This is an optimization exercise on Yosys and OpenROAD, whose aim is small area, not a production implementation.
In this exercise RTL edits were held to simulation tests only and were not proved equivalent to the original.
Power is estimated from default activity; no workload was simulated.

Setup of red:
Design UCIE_ctl_CNTL, start of the top module:
module UCIE_ctl_CNTL (
	input 				i_rst_n,
	input 				i_fdi_lclk,
	input 		[3:0] 	i_fdi_lp_state_req,
	input 				i_fdi_lp_rx_active_sts,
	input				i_fdi_lp_linkerror,
	input 		[3:0] 	i_rdi_pl_state_sts,
	input 				i_rdi_pl_inband_pres,
	input 		[2:0] 	i_rdi_pl_speedmode,
	input 		[2:0] 	i_rdi_pl_lnk_cfg,
	input 				i_rdi_pl_phyinrecenter,
	input 				i_rdi_pl_error,
	input 				i_rdi_pl_cerror,
	input 				i_rdi_pl_nferror,
	input 				i_rdi_pl_trainerror,
	input  			 	i_csr_UCIe_Link_Control_Retrain,
	input 		[31:0] 	i_csr_ADVCAP,
	input 				i_tx_overflow,
	input 				i_rx_overflow,
	input 				i_sb_busy_flag,
	input 				i_sb_pl_valid,
	input 		[4:0] 	i_sb_pl_decode,
	input 		[31:0] 	i_sb_pl_adv_cap_val,
	input 				i_sb_src_error,
	input 				i_sb_dst_error,
	input 				i_sb_opcode_error,
	input 				i_sb_unsupported_message,
	input 				i_sb_parity_error,
	output reg 	[3:0] 	o_fdi_pl_state_sts,
	output reg 			o_fdi_pl_inband_pres,
	output 	 			o_fdi_pl_rx_active_req,
	output 	 	[2:0] 	o_fdi_pl_protocol,
	output 	 	[3:0] 	o_fdi_pl_protocol_flitfmt,
	output 	 			o_fdi_pl_protocol_vld,
	output 	 	[2:0]	o_fdi_pl_speedmode,
	output 	 	[2:0]	o_fdi_pl_lnk_cfg,
	output 				o_fdi_pl_error,
	output 				o_fdi_pl_cerror,
	output 				o_fdi_pl_nferror,
	output 				o_fdi_pl_phyinrecenter,
	output 				o_fdi_pl_trainerror,
	output reg 	[3:0] 	o_rdi_lp_state_req,
	output 	 			o_rdi_lp_linkerror,
	output reg 	[4:0]	o_sb_lp_decode,
	output 	 			o_sb_lp_valid,
	output 	 	[31:0]	o_sb_lp_adv_cap_val,
	output reg			o_csr_wr,
	output reg [7:0]	o_csr_addr,
	output reg [31:0] 	o_csr_wdata
);
	localparam [4:0] GR   = 5'b00000;	 
	localparam [4:0] RST  = 5'b00001;	 
	localparam [4:0] REQ  = 5'b00011;	 
	localparam [4:0] SEE  = 5'b00010;	 
	localparam [4:0] NF   = 5'b00110;	 
	localparam [4:0] ND   = 5'b00111;	 
	localparam [4:0] SSAR = 5'b00101;	 
	localparam [4:0] SARR = 5'b00100;	 
	localparam [4:0] WRX  = 5'b01100;	 
	localparam [4:0] ORX  = 5'b01101;	 
  ...
Size in the first run: about 5100 µm² of cells after synthesis.
==> flow/config.mk <==
export PLATFORM = sky130hd
export DESIGN_NAME = UCIE_ctl_CNTL
export DESIGN_NICKNAME = UCIE_ctl_CNTL
export VERILOG_FILES = /design/flow/design.v
export SDC_FILE = /design/flow/constraint.sdc
export NUM_CORES = 4
export LEC_CHECK = 0
export ABC_AREA = 1
export CAP_MARGIN = 0
export CORE_MARGIN = 2
export CORE_UTILIZATION = 40
export SLEW_MARGIN = 0
==> flow/constraint.sdc <==
create_clock -name core_clock -period 6.0 [get_ports {i_fdi_lclk}]
set_input_delay 1.2000 -clock core_clock [delete_from_list [all_inputs] [get_ports {i_fdi_lclk}]]
set_output_delay 1.2000 -clock core_clock [all_outputs]
set_load 0.01 [all_outputs]
standard.sh (not shown) runs the stock make flow with config.mk's settings and CLKGATE_MAP_FILE= SYNTH_SCRIPT=/design/flow/synth_recipe.tcl, a recipe that flattens the netlist after the stock synthesis.
==> flow/flow/run.sh <==
#!/bin/bash
# Layout flow: the standard synthesis, then the combinational logic between
# the (unchanged) registers is re-mapped by ABC with an area-oriented script,
# then the standard layout from floorplan on, with buf_1 port buffers and
# a clkbuf_8 clock tree without dummy loads.
set -euo pipefail
HERE=$(pwd)
RES=$HERE/orfs/results/sky130hd/UCIE_ctl_CNTL/base
LIB=$FLOW_HOME/platforms/sky130hd/lib/sky130_fd_sc_hd__tt_025C_1v80.lib
KNOBS=("BUFFER_PORTS_ARGS=-buffer_cell sky130_fd_sc_hd__buf_1"
       "CTS_ARGS=-sink_clustering_enable -repair_clock_nets -buf_list sky130_fd_sc_hd__clkbuf_8 -dont_use_dummy_load")

# 1. standard synthesis
bash standard.sh synth "${KNOBS[@]}" > standard_synth.log 2>&1
cp $RES/1_2_yosys.v std_1_2_yosys.v

# 2. re-map the combinational logic; registers and tie cells are kept as they are
DONT_USE=$(sed -n '/^export DONT_USE_CELLS/,/^$/p' $FLOW_HOME/platforms/sky130hd/config.mk \
           | grep -o 'sky130_fd_sc_hd__[a-z0-9_]*' | sed 's/^/-dont_use /' | tr '\n' ' ')
FF=$(grep -o 'sky130_fd_sc_hd__[a-z0-9_]*' std_1_2_yosys.v | sort -u | grep -E '__(df|edf|sdf|dl|conb)' | tr '\n' ' ')
cat > resyn.ys <<EOT
read_liberty -ignore_miss_func $LIB
blackbox $FF
read_verilog std_1_2_yosys.v
hierarchy -top $FLOW_TOP
flatten
opt -purge
abc -liberty $LIB $DONT_USE -script $HERE/flow/area.abc
opt_clean -purge
setundef -zero
splitnets
opt_clean -purge
hilomap -singleton -hicell sky130_fd_sc_hd__conb_1 HI -locell sky130_fd_sc_hd__conb_1 LO
insbuf -buf sky130_fd_sc_hd__buf_1 A X
opt_clean -purge
stat -liberty $LIB
write_verilog -noattr -nohex -nodec resyn_1_2_yosys.v
EOT
yosys -s resyn.ys > resyn_yosys.log 2>&1
cp resyn_1_2_yosys.v $RES/1_2_yosys.v
rm -f $RES/1_synth.odb $RES/1_synth.sdc

# 3. rest of the standard flow
bash standard.sh finish "${KNOBS[@]}" > standard_flow.log 2>&1
==> flow/flow/area.abc <==
strash
&get -n
&deepsyn -T 30
&put
dch -f
amap
red reached the end of the flow, and the finished layout is clean on the timing, DRC and antenna checks.
For blue, these inputs were changed with respect to red:
==> flow/flow/area.abc <==
strash
ifraig
dc2
dch -f
amap
topo
-- flow/config.mk --
<<< red, line 6
export NUM_CORES = 4
export LEC_CHECK = 0
export ABC_AREA = 1
export CAP_MARGIN = 0
export CORE_MARGIN = 2
export CORE_UTILIZATION = 40
export SLEW_MARGIN = 0
>>> blue, line 6
export NUM_CORES = 4
export LEC_CHECK = 0
export CAP_MARGIN = 20
export CORE_MARGIN = 2
export CORE_UTILIZATION = 40
export SLEW_MARGIN = 20
--- outcome ---
- Every stage of the flow completed for red, and the final layout passed the timing, DRC and antenna checks.
- blue finished every step from synthesis to the final layout, and the layout passed the timing, DRC and antenna checks.
- Looking only at leakage power of the design, and setting everything else aside, the higher value of red and blue goes to blue.
- Delta (blue minus red): sequential share of power moved down; routing usage on met1 moved up; maximum vdd drop moved down; area of all placed cells without fillers moved up.
- The layout overhead on the synthesized area in blue was lower than what red gave.
- Between red and blue, the final net count is lower for red.
For green, these inputs were changed with respect to blue:
-- flow/flow/run.sh --
<<< blue, line 9
LIB=$FLOW_HOME/platforms/sky130hd/lib/sky130_fd_sc_hd__tt_025C_1v80.lib
KNOBS=("BUFFER_PORTS_ARGS=-buffer_cell sky130_fd_sc_hd__buf_1"
       "CTS_ARGS=-sink_clustering_enable -repair_clock_nets -buf_list sky130_fd_sc_hd__clkbuf_8 -dont_use_dummy_load")

>>> green, line 9
LIB=$FLOW_HOME/platforms/sky130hd/lib/sky130_fd_sc_hd__tt_025C_1v80.lib
KNOBS=("BUFFER_PORTS_ARGS=-buffer_cell sky130_fd_sc_hd__buf_1"
       "SKIP_REPAIR_TIE_FANOUT=1"
       "CTS_ARGS=-sink_clustering_enable -repair_clock_nets -buf_list sky130_fd_sc_hd__clkbuf_8 -dont_use_dummy_load")

==> flow/flow/area.abc <==
strash
&get -n
&deepsyn -T 30
&put
dch -f
amap
-- flow/config.mk --
<<< blue, line 6
export NUM_CORES = 4
export LEC_CHECK = 0
export CAP_MARGIN = 20
export CORE_MARGIN = 2
export CORE_UTILIZATION = 40
export SLEW_MARGIN = 20
>>> green, line 6
export NUM_CORES = 4
export LEC_CHECK = 0
export ABC_AREA = 1
export CAP_MARGIN = 0
export CORE_MARGIN = 2
export CORE_UTILIZATION = 40
export SLEW_MARGIN = 0
## What came out
- green improves on blue in total power draw.
- Cell with the largest stage delay on the worst path = sky130_fd_sc_hd__a2111oi_0: green; cell with the largest stage delay on the worst path = sky130_fd_sc_hd__or4_1: blue
- Against blue, first-pass GRT wire length in green fell by more than 10%.
- Sum of buffers and inverters on the critical path was higher in blue than in green.
Input changes introduced in orange (baseline for comparison: green):
-- flow/flow/run.sh --
<<< green, line 9
LIB=$FLOW_HOME/platforms/sky130hd/lib/sky130_fd_sc_hd__tt_025C_1v80.lib
KNOBS=("BUFFER_PORTS_ARGS=-buffer_cell sky130_fd_sc_hd__buf_1"
       "SKIP_REPAIR_TIE_FANOUT=1"
       "CTS_ARGS=-sink_clustering_enable -repair_clock_nets -buf_list sky130_fd_sc_hd__clkbuf_8 -dont_use_dummy_load")

# 1. standard synthesis
>>> orange, line 9
LIB=$FLOW_HOME/platforms/sky130hd/lib/sky130_fd_sc_hd__tt_025C_1v80.lib
KNOBS=("BUFFER_PORTS_ARGS=-buffer_cell sky130_fd_sc_hd__buf_1"
       "CTS_ARGS=-sink_clustering_enable -repair_clock_nets -buf_list sky130_fd_sc_hd__clkbuf_8 -dont_use_dummy_load -sink_clustering_size 22")

# 1. standard synthesis
[summary]
- orange vs green, layout overhead on the synthesized area went up by 1.6 points.
- Clock period minus worst slack ends up higher on green.
- NOTE: worst setup slack in orange exceeds that of green

P:
UCIE_ctl_CNTL, a different RTL version from the one above (not shown whole).
Size in the first run: about 800 cells after synthesis, about 89 flip-flops, about 210 I/O pins.
==> flow/config.mk <==
export PLATFORM = sky130hd
export DESIGN_NAME = UCIE_ctl_CNTL
export DESIGN_NICKNAME = UCIE_ctl_CNTL
export VERILOG_FILES = /design/flow/design.v
export SDC_FILE = /design/flow/constraint.sdc
export NUM_CORES = 4
export LEC_CHECK = 0
export CAP_MARGIN = 20
export CORE_MARGIN = 2
export CORE_UTILIZATION = 40
export SLEW_MARGIN = 20
==> flow/constraint.sdc <==
create_clock -name core_clock -period 6.0 [get_ports {i_fdi_lclk}]
set_input_delay 1.2000 -clock core_clock [delete_from_list [all_inputs] [get_ports {i_fdi_lclk}]]
set_output_delay 1.2000 -clock core_clock [all_outputs]
set_load 0.01 [all_outputs]
==> flow/flow/run.sh <==
#!/bin/bash
set -euo pipefail
bash standard.sh finish \
  "BUFFER_PORTS_ARGS=-buffer_cell sky130_fd_sc_hd__buf_1" \
  "CTS_ARGS=-sink_clustering_enable -repair_clock_nets -buf_list sky130_fd_sc_hd__clkbuf_8 -dont_use_dummy_load" \
  > standard_flow.log 2>&1
Edits applied to the flow inputs when going from P to Q:
- putting CTS_BUF_LIST at sky130_fd_sc_hd__clkbuf_8 where nothing was set
==> flow/run.sh (new file) <==
#!/bin/bash
# synth_recipe.tcl (not shown) runs the flow's synth.tcl, then flattens the netlist and writes it again
# the make line also repeats each setting of config.mk as NAME=value (left out here)
make -C /OpenROAD-flow-scripts/flow DESIGN_CONFIG=/design/flow/config.mk WORK_HOME=/design/flow/orfs CLKGATE_MAP_FILE= SYNTH_SCRIPT=/design/flow/synth_recipe.tcl finish
removed: flow/flow/run.sh
removed: flow/standard.sh
P → Q: power per cell area down about 2.5%, design area picked up an extra 18%, maximum ir drop on the vdd rail moved up, number of flops mapped to enable cells by yosys about even. Start-to-end type of the worst setup path: reg -> out -> P, in -> out -> Q. Going from P to Q, sequential-to-total area share from yosys stat now sits at about the same level, wire length now sits higher, final-stage net count now sits at about the same level.
Edits applied to the flow inputs when going from Q to R:
- a deleted CTS_BUF_LIST that had been sky130_fd_sc_hd__clkbuf_8
==> comparison <==
In terms of total met2 wirelength after detailed routing, Q and R differ only marginally.
Min fraction of power consumed by combinational cells across R and Q: R
The final reports for R and Q show maximum frequency higher in the former.
Re cts-stage hold buffer count: no difference whatsoever between Q and R.
Diff Q -> R: area of all placed cells without fillers higher; least setup slack across all paths after layout went up 0.042 ns; first-iteration DRC count went down 19; register share of total power went down; power per cell area grew by 3.2%.
Diff R..Q | cell count after placement | unchanged

[separate check: timing with driven ports]
Ports are ideal in the flow. The routed layouts listed here were re-timed in OpenROAD.
Step 1: set_driving_cell puts a clkbuf_16 on i_fdi_lclk and a buf_2 on each other input, an assumption about the parent block.
Step 2 times the ports against the registers' clock, not the clock port: input delays grow and output delays shrink by t, the midpoint of the rising clock arrivals with the driver on.
Three values: no drivers, after step 1, after step 2; two values: the first two.
run | t (ns) | setup slack, ns | hold slack, ns | slew at the worst register clock pin (ns) | worst slew at a driven data input, ns
red | 0.401 | 1.140 / 1.105 / 1.159 | 0.439 / 0.439 / 0.439 | 0.09 / 0.09 | 0.05
blue | 0.408 | 0.534 / 0.499 / 0.616 | 0.448 / 0.448 / 0.448 | 0.10 / 0.10 | 0.04
green | 0.405 | 1.092 / 1.049 / 1.049 | 0.446 / 0.446 / 0.446 | 0.10 / 0.10 | 0.06
orange | 0.401 | 1.140 / 1.105 / 1.159 | 0.439 / 0.439 / 0.439 | 0.09 / 0.09 | 0.05
P | 0.409 | 1.105 / 1.071 / 1.480 | 0.482 / 0.482 / 0.482 | 0.11 / 0.11 | 0.07
Q | 0.411 | 0.624 / 0.595 / 0.595 | 0.490 / 0.490 / 0.490 | 0.10 / 0.10 | 0.07
R | 0.395 | 0.666 / 0.637 / 0.637 | 0.484 / 0.484 / 0.484 | 0.07 / 0.07 | 0.07
After both steps every run listed still meets setup and hold. For green, which loses most, drivers alone change the setup slack by -0.043 ns; drivers and shift together by -0.043 ns.
